Context: an optimization exercise on an open-source flow, tuned for small area. The choices shown serve that exercise and are no tape-out recipe.
The RTL was checked by simulation tests, not by an equivalence proof against the original design.
Power figures rest on the tool's default switching activity, not on a simulated workload.

==> flow/design.v <==
module PRBS #(parameter NB = 9, parameter SEED = 9'h1AA)(
	output o_data,
	input i_reset, i_valid, clock, i_enable);
reg [NB-1:0] shift_reg;
always @(posedge clock) begin
	if (i_reset)
		shift_reg <= SEED;
	else if (i_enable && i_valid)
		shift_reg <= {shift_reg[NB-2:0], shift_reg[4] ^ shift_reg[0]};
end
assign o_data = shift_reg[NB-1];
endmodule
module fir_filter (
	input clk, i_enable, i_valid, i_prbs, i_rst,
	output [12:0] o_data
);
reg [6:0] so;
reg pend, b, z;
reg [2:0] k;
reg [2:0] k_next;
wire [9:0] f;
fir_F u_f (.s(so), .k(k), .z(z), .f(f));
always @(*) begin
	case (k)
		3'd0: k_next = 3'd1;
		3'd1: k_next = 3'd3;
		3'd3: k_next = 3'd7;
		3'd7: k_next = 3'd5;
		3'd5: k_next = 3'd2;
		3'd2: k_next = 3'd6;
		3'd6: k_next = 3'd4;
		3'd4: k_next = 3'd0;
	endcase
end
always @(posedge clk) begin
	if (i_rst)
		so <= 7'd0;
	else if (i_enable && pend)
		so <= {so[5:0], b};
end
always @(posedge clk) begin
	if (i_rst) begin
		pend <= 1'b0;
		z <= 1'b1;
		k <= 3'd0;
	end else if (i_enable) begin
		pend <= i_valid;
		z <= 1'b0;
		k <= k_next;
	end
end
always @(posedge clk)
	if (i_enable)
		b <= i_prbs;
assign o_data = {{3{f[9]}}, f};
endmodule
module fir_F (input [6:0] s, input [2:0] k, input z, output [9:0] f);
wire n22, n23, n24, n25, n26, n27, n29, n30, n31, n32;
wire n33, n34, n35, n36, n37, n38, n39, n40, n41, n42;
wire n43, n44, n45, n46, n47, n48, n49, n50, n51, n52;
wire n53, n54, n55, n56, n57, n58, n59, n60, n61, n62;
wire n63, n64, n65, n66, n67, n68, n69, n70, n71, n72;
wire n73, n74, n76, n77, n78, n79, n80, n81, n82, n83;
wire n84, n85, n86, n87, n88, n89, n90, n91, n92, n93;
wire n94, n95, n96, n97, n98, n99, n100, n101, n102, n103;
wire n104, n105, n106, n107, n108, n109, n110, n111, n112, n114;
wire n115, n116, n117, n118, n119, n120, n121, n122, n123, n124;
wire n125, n126, n127, n128, n129, n130, n131, n132, n133, n134;
wire n135, n136, n137, n138, n139, n140, n141, n143, n144, n145;
wire n146, n147, n148, n149, n150, n151, n152, n153, n154, n155;
wire n156, n157, n158, n159, n160, n161, n162, n163, n164, n165;
wire n166, n167, n168, n170, n171, n172, n173, n174, n175, n176;
wire n177, n178, n179, n180, n181, n183, n184, n185, n186, n187;
wire n188, n189, n190, n191, n192, n193, n194, n195, n197, n198;
wire n199, n200, n201, n202, n204, n205, n206, n207, n208;
assign n22 = k[0] & k[1];
assign n23 = ~k[0] & ~k[1];
assign n24 = ~n22 & ~n23;
assign n25 = k[2] & n24;
assign n26 = k[1] & ~k[2];
assign n27 = ~n25 & ~n26;
assign f[0] = ~z & ~n27;
assign n29 = ~s[1] & ~s[4];
assign n30 = s[1] & s[4];
assign n31 = ~n29 & ~n30;
assign n32 = ~k[1] & ~k[2];
assign n33 = s[2] & ~s[3];
assign n34 = ~s[2] & s[3];
assign n35 = ~n33 & ~n34;
assign n36 = ~n32 & ~n35;
assign n37 = k[0] & ~k[2];
assign n38 = ~n25 & ~n37;
assign n39 = n36 & n38;
assign n40 = ~k[0] & ~k[2];
assign n41 = ~n39 & ~n40;
assign n42 = n31 & n41;
assign n43 = ~n26 & ~n39;
assign n44 = ~n31 & ~n43;
assign n45 = ~s[2] & n32;
assign n46 = n38 & ~n45;
assign n47 = ~n44 & n46;
assign n48 = ~n42 & n47;
assign n49 = k[0] & k[2];
assign n50 = ~k[1] & n49;
assign n51 = ~n40 & ~n50;
assign n52 = ~s[4] & n23;
assign n53 = n51 & ~n52;
assign n54 = s[1] & ~n53;
assign n55 = s[1] & n49;
assign n56 = s[4] & k[1];
assign n57 = ~n55 & n56;
assign n58 = ~n54 & ~n57;
assign n59 = n25 & n58;
assign n60 = ~n48 & ~n59;
assign n61 = ~s[0] & k[0];
assign n62 = ~s[5] & ~k[0];
assign n63 = k[2] & ~n62;
assign n64 = ~n61 & n63;
assign n65 = ~s[6] & ~n64;
assign n66 = ~n37 & n65;
assign n67 = s[6] & n64;
assign n68 = s[3] & n37;
assign n69 = k[1] & n68;
assign n70 = ~n67 & ~n69;
assign n71 = ~n66 & n70;
assign n72 = ~n60 & ~n71;
assign n73 = n60 & n71;
assign n74 = ~z & ~n73;
assign f[1] = ~n72 & n74;
assign n76 = ~s[1] & ~n43;
assign n77 = ~s[4] & ~n41;
assign n78 = ~k[1] & n37;
assign n79 = ~n29 & ~n78;
assign n80 = n25 & n30;
assign n81 = n79 & ~n80;
assign n82 = ~n77 & n81;
assign n83 = ~n76 & n82;
assign n84 = s[0] & ~n22;
assign n85 = s[5] & ~n23;
assign n86 = ~n84 & ~n85;
assign n87 = n84 & n85;
assign n88 = k[2] & ~n87;
assign n89 = ~n86 & n88;
assign n90 = n83 & n89;
assign n91 = ~n83 & ~n89;
assign n92 = ~n90 & ~n91;
assign n93 = s[2] & ~n32;
assign n94 = ~s[3] & ~n93;
assign n95 = ~n26 & ~n34;
assign n96 = ~k[0] & ~n95;
assign n97 = s[2] & ~k[0];
assign n98 = ~s[3] & ~n97;
assign n99 = ~n96 & ~n98;
assign n100 = ~n38 & n99;
assign n101 = ~n94 & ~n100;
assign n102 = ~n36 & ~n96;
assign n103 = ~n101 & n102;
assign n104 = ~n39 & ~n103;
assign n105 = n92 & ~n104;
assign n106 = ~n92 & n104;
assign n107 = ~n105 & ~n106;
assign n108 = n60 & ~n67;
assign n109 = ~n65 & ~n108;
assign n110 = ~n107 & ~n109;
assign n111 = n107 & n109;
assign n112 = ~n110 & ~n111;
assign f[2] = ~z & ~n112;
assign n114 = s[0] & ~s[5];
assign n115 = ~n51 & n114;
assign n116 = ~s[0] & ~k[0];
assign n117 = n85 & n116;
assign n118 = ~k[2] & ~n24;
assign n119 = ~n86 & n118;
assign n120 = ~n117 & ~n119;
assign n121 = ~n115 & n120;
assign n122 = n101 & n121;
assign n123 = ~n101 & ~n121;
assign n124 = ~n122 & ~n123;
assign n125 = n79 & ~n118;
assign n126 = ~n25 & n125;
assign n127 = n31 & ~n59;
assign n128 = ~n78 & n127;
assign n129 = ~n126 & ~n128;
assign n130 = ~n124 & ~n129;
assign n131 = n124 & n129;
assign n132 = ~n130 & ~n131;
assign n133 = ~n43 & n47;
assign n134 = ~n90 & ~n133;
assign n135 = n132 & n134;
assign n136 = ~n132 & ~n134;
assign n137 = ~n135 & ~n136;
assign n138 = ~n106 & ~n111;
assign n139 = ~n137 & ~n138;
assign n140 = n137 & n138;
assign n141 = ~z & ~n140;
assign f[3] = ~n139 & n141;
assign n143 = ~n122 & ~n131;
assign n144 = n35 & ~n68;
assign n145 = k[1] & k[2];
assign n146 = s[3] & n145;
assign n147 = ~k[0] & n146;
assign n148 = ~n35 & ~n98;
assign n149 = ~n51 & ~n94;
assign n150 = ~n148 & n149;
assign n151 = ~n147 & ~n150;
assign n152 = k[2] & n151;
assign n153 = ~n144 & ~n152;
assign n154 = ~n30 & ~n126;
assign n155 = ~n86 & n154;
assign n156 = n86 & ~n154;
assign n157 = ~n155 & ~n156;
assign n158 = ~n153 & n157;
assign n159 = n153 & ~n157;
assign n160 = ~n78 & ~n159;
assign n161 = ~n158 & n160;
assign n162 = n143 & ~n161;
assign n163 = ~n143 & n161;
assign n164 = ~n162 & ~n163;
assign n165 = ~n136 & ~n140;
assign n166 = n164 & ~n165;
assign n167 = ~n164 & n165;
assign n168 = ~z & ~n167;
assign f[4] = ~n166 & n168;
assign n170 = n58 & ~n151;
assign n171 = ~n58 & n151;
assign n172 = ~n170 & ~n171;
assign n173 = ~n155 & ~n158;
assign n174 = ~n162 & ~n173;
assign n175 = ~n166 & n174;
assign n176 = n172 & ~n175;
assign n177 = ~n172 & n175;
assign n178 = n153 & ~n154;
assign n179 = n166 & n178;
assign n180 = ~z & ~n179;
assign n181 = ~n177 & n180;
assign f[5] = ~n176 & n181;
assign n183 = n171 & ~n179;
assign n184 = ~n176 & ~n183;
assign n185 = n125 & ~n127;
assign n186 = n93 & ~n145;
assign n187 = n34 & n40;
assign n188 = ~n146 & ~n187;
assign n189 = ~n186 & n188;
assign n190 = n185 & n189;
assign n191 = ~n185 & ~n189;
assign n192 = ~n190 & ~n191;
assign n193 = ~n184 & n192;
assign n194 = n184 & ~n192;
assign n195 = ~z & ~n194;
assign f[6] = ~n193 & n195;
assign n197 = k[2] & ~n35;
assign n198 = ~n179 & ~n190;
assign n199 = ~n193 & n198;
assign n200 = ~n197 & ~n199;
assign n201 = n197 & n199;
assign n202 = ~z & ~n201;
assign f[7] = ~n200 & n202;
assign n204 = ~n35 & ~n199;
assign n205 = n26 & ~n204;
assign n206 = n96 & ~n205;
assign n207 = ~z & ~n206;
assign n208 = ~n148 & ~n200;
assign f[8] = n207 & ~n208;
assign f[9] = ~n98 & n207;
endmodule
module top_tx #(parameter NB_COUNT = 3)(
			input i_reset,
			input [3:0] i_enable,
			input clock,
			output [3:0] o_leds,
			output [12:0] fir_out
			);
reg [NB_COUNT-1:0] count;
wire valid;
wire data_prbs;
assign o_leds = i_enable;
always @(posedge clock) begin
	if (i_reset)
		count <= {NB_COUNT{1'b0}};
	else if (i_enable[0])
		count <= count + 1'b1;
end
assign valid = &count;
PRBS u_prbs (.o_data(data_prbs), .i_reset(i_reset), .i_valid(valid), .clock(clock), .i_enable(i_enable[1]));
fir_filter u_fir (.clk(clock), .i_rst(i_reset), .i_valid(valid), .i_enable(i_enable[2]), .i_prbs(data_prbs), .o_data(fir_out));
endmodule
==> flow/config.mk <==
export PLATFORM = sky130hd
export DESIGN_NAME = top_tx
export DESIGN_NICKNAME = top_tx
export VERILOG_FILES = /design/flow/design.v
export SDC_FILE = /design/flow/constraint.sdc
export NUM_CORES = 4
export LEC_CHECK = 0
export ABC_AREA = 1
export CAP_MARGIN = 20
export CORE_MARGIN = 2
export CORE_UTILIZATION = 40
export SLEW_MARGIN = 20
==> flow/constraint.sdc <==
create_clock -name core_clock -period 10.0 [get_ports {clock}]
set_input_delay 2.0000 -clock core_clock [delete_from_list [all_inputs] [get_ports {clock}]]
set_output_delay 2.0000 -clock core_clock [all_outputs]
set_load 0.01 [all_outputs]
standard.sh (not shown) runs the stock make flow with config.mk's settings and CLKGATE_MAP_FILE= SYNTH_SCRIPT=/design/flow/synth_recipe.tcl, a recipe that flattens the netlist after the stock synthesis.
==> flow/flow/run.sh <==
#!/bin/bash
bash standard.sh > standard.log 2>&1
The starting point ran to the end with no violations.
Then changed:
==> flow/flow/run.sh (replaced) <==
#!/bin/bash
# Own layout flow: the standard layout (standard.sh), with three changes:
#  - Yosys's ABC step maps the combinational logic with an area-oriented script
#    (flow/abc_area_map.script: amap instead of delay-oriented map plus buffering/upsizing),
#  - no full/half-adder cell extraction before ABC (ADDER_MAP_FILE empty),
#  - port buffers are the smallest buffer cell (buf_1).
# Registers, their names and cell types are those of the standard synthesis.
set -euo pipefail
W=$(pwd)
{
  echo "proc abc {args} { set i [lsearch \$args -script]; if {\$i >= 0} { lset args [expr {\$i+1}] $W/flow/abc_area_map.script }; yosys abc {*}\$args }"
  cat synth_recipe.tcl
} > flow_synth.tcl
sed -e "s#SYNTH_SCRIPT=[^ ]*#SYNTH_SCRIPT=$W/flow_synth.tcl ADDER_MAP_FILE=#" standard.sh > flow_standard.sh
grep -q "flow_synth.tcl ADDER_MAP_FILE=" flow_standard.sh
export BUFFER_PORTS_ARGS="-buffer_cell sky130_fd_sc_hd__buf_1"
bash flow_standard.sh > flow_standard.log 2>&1
==> flow/flow/abc_area_map.script (new file) <==
strash
dch
amap
strash
dch
amap
What happened: First-iteration DRC count increases by 85%; via count decreases by 4.2%; power decreases by 26%; synthesized area decreases by 14%; global-route usage increases by 1.0 points; hold slack is better by 4.1 ps; final cell count decreases by 13%; setup slack is worse by 260 ps.
Then changed:
==> flow/flow/run.sh (replaced) <==
#!/bin/bash
# Standard layout, except that the port buffers are the smallest buffer cell.
export BUFFER_PORTS_ARGS="-buffer_cell sky130_fd_sc_hd__buf_1"
bash standard.sh > standard.log 2>&1
removed: flow/flow/abc_area_map.script
What happened: Cell count rose by about 15%. Global-route usage came out lower by 1.2 points. Worst setup slack improves by 700 ps. Non-clock buffer count does not change. Die area went up by 16%. Sequential power increases by about 4%. Via count went up by 3.8%. First-iteration DRC count went down by 32%. Wire length came out higher by 5.6%. Total power went up by 30%. Clock power is about the same.
Then changed:
==> flow/run.sh (new file) <==
#!/bin/bash
# synth_recipe.tcl (not shown) runs the flow's synth.tcl, then flattens the netlist and writes it again
# the make line also repeats each setting of config.mk as NAME=value (left out here)
make -C /OpenROAD-flow-scripts/flow DESIGN_CONFIG=/design/flow/config.mk WORK_HOME=/design/flow/orfs CLKGATE_MAP_FILE= SYNTH_SCRIPT=/design/flow/synth_recipe.tcl finish
removed: flow/flow/run.sh
removed: flow/standard.sh
=>
- The new run ran to the end with no violations
- register-to-register slack is worse by 20 ps
- critical path depth stays the same
- setup slack gets worse by 440 ps
- sequential cell count stays the same
- non-clock buffer count stays the same

## static timing again, ports no longer ideal
How much do the figures lean on ideal ports? The routed layouts below were timed once more, with nothing changed but the port constraints. Step 1 (the two cells are an assumption about what drives the block):
set clk [get_ports {clock}]
set_driving_cell -lib_cell sky130_fd_sc_hd__clkbuf_16 $clk
set_driving_cell -lib_cell sky130_fd_sc_hd__buf_2 [delete_from_list [all_inputs] $clk]
Step 2 times the ports against the registers' clock, not the clock port: input delays grow and output delays shrink by t, the midpoint of the rising clock arrivals with the driver on. a / b / c = ideal ports / drivers / drivers and shift; a / b = the first two.
| run | t (ns) | setup WS [ns] | hold slack, ns | worst slew at a driven data input, ns |
|---|---|---|---|---|
| the first run | 0.287 | 3.134 / 3.109 / 3.396 | 0.446 / 0.446 / 0.446 | 0.06 |
| the second run | 0.289 | 2.876 / 2.852 / 3.141 | 0.450 / 0.450 / 0.450 | 0.06 |
| the third run | 0.286 | 3.572 / 3.548 / 3.834 | 0.435 / 0.435 / 0.435 | 0.06 |
| the fourth run | 0.287 | 3.134 / 3.109 / 3.396 | 0.446 / 0.446 / 0.446 | 0.06 |
After both steps every run listed still meets setup and hold.
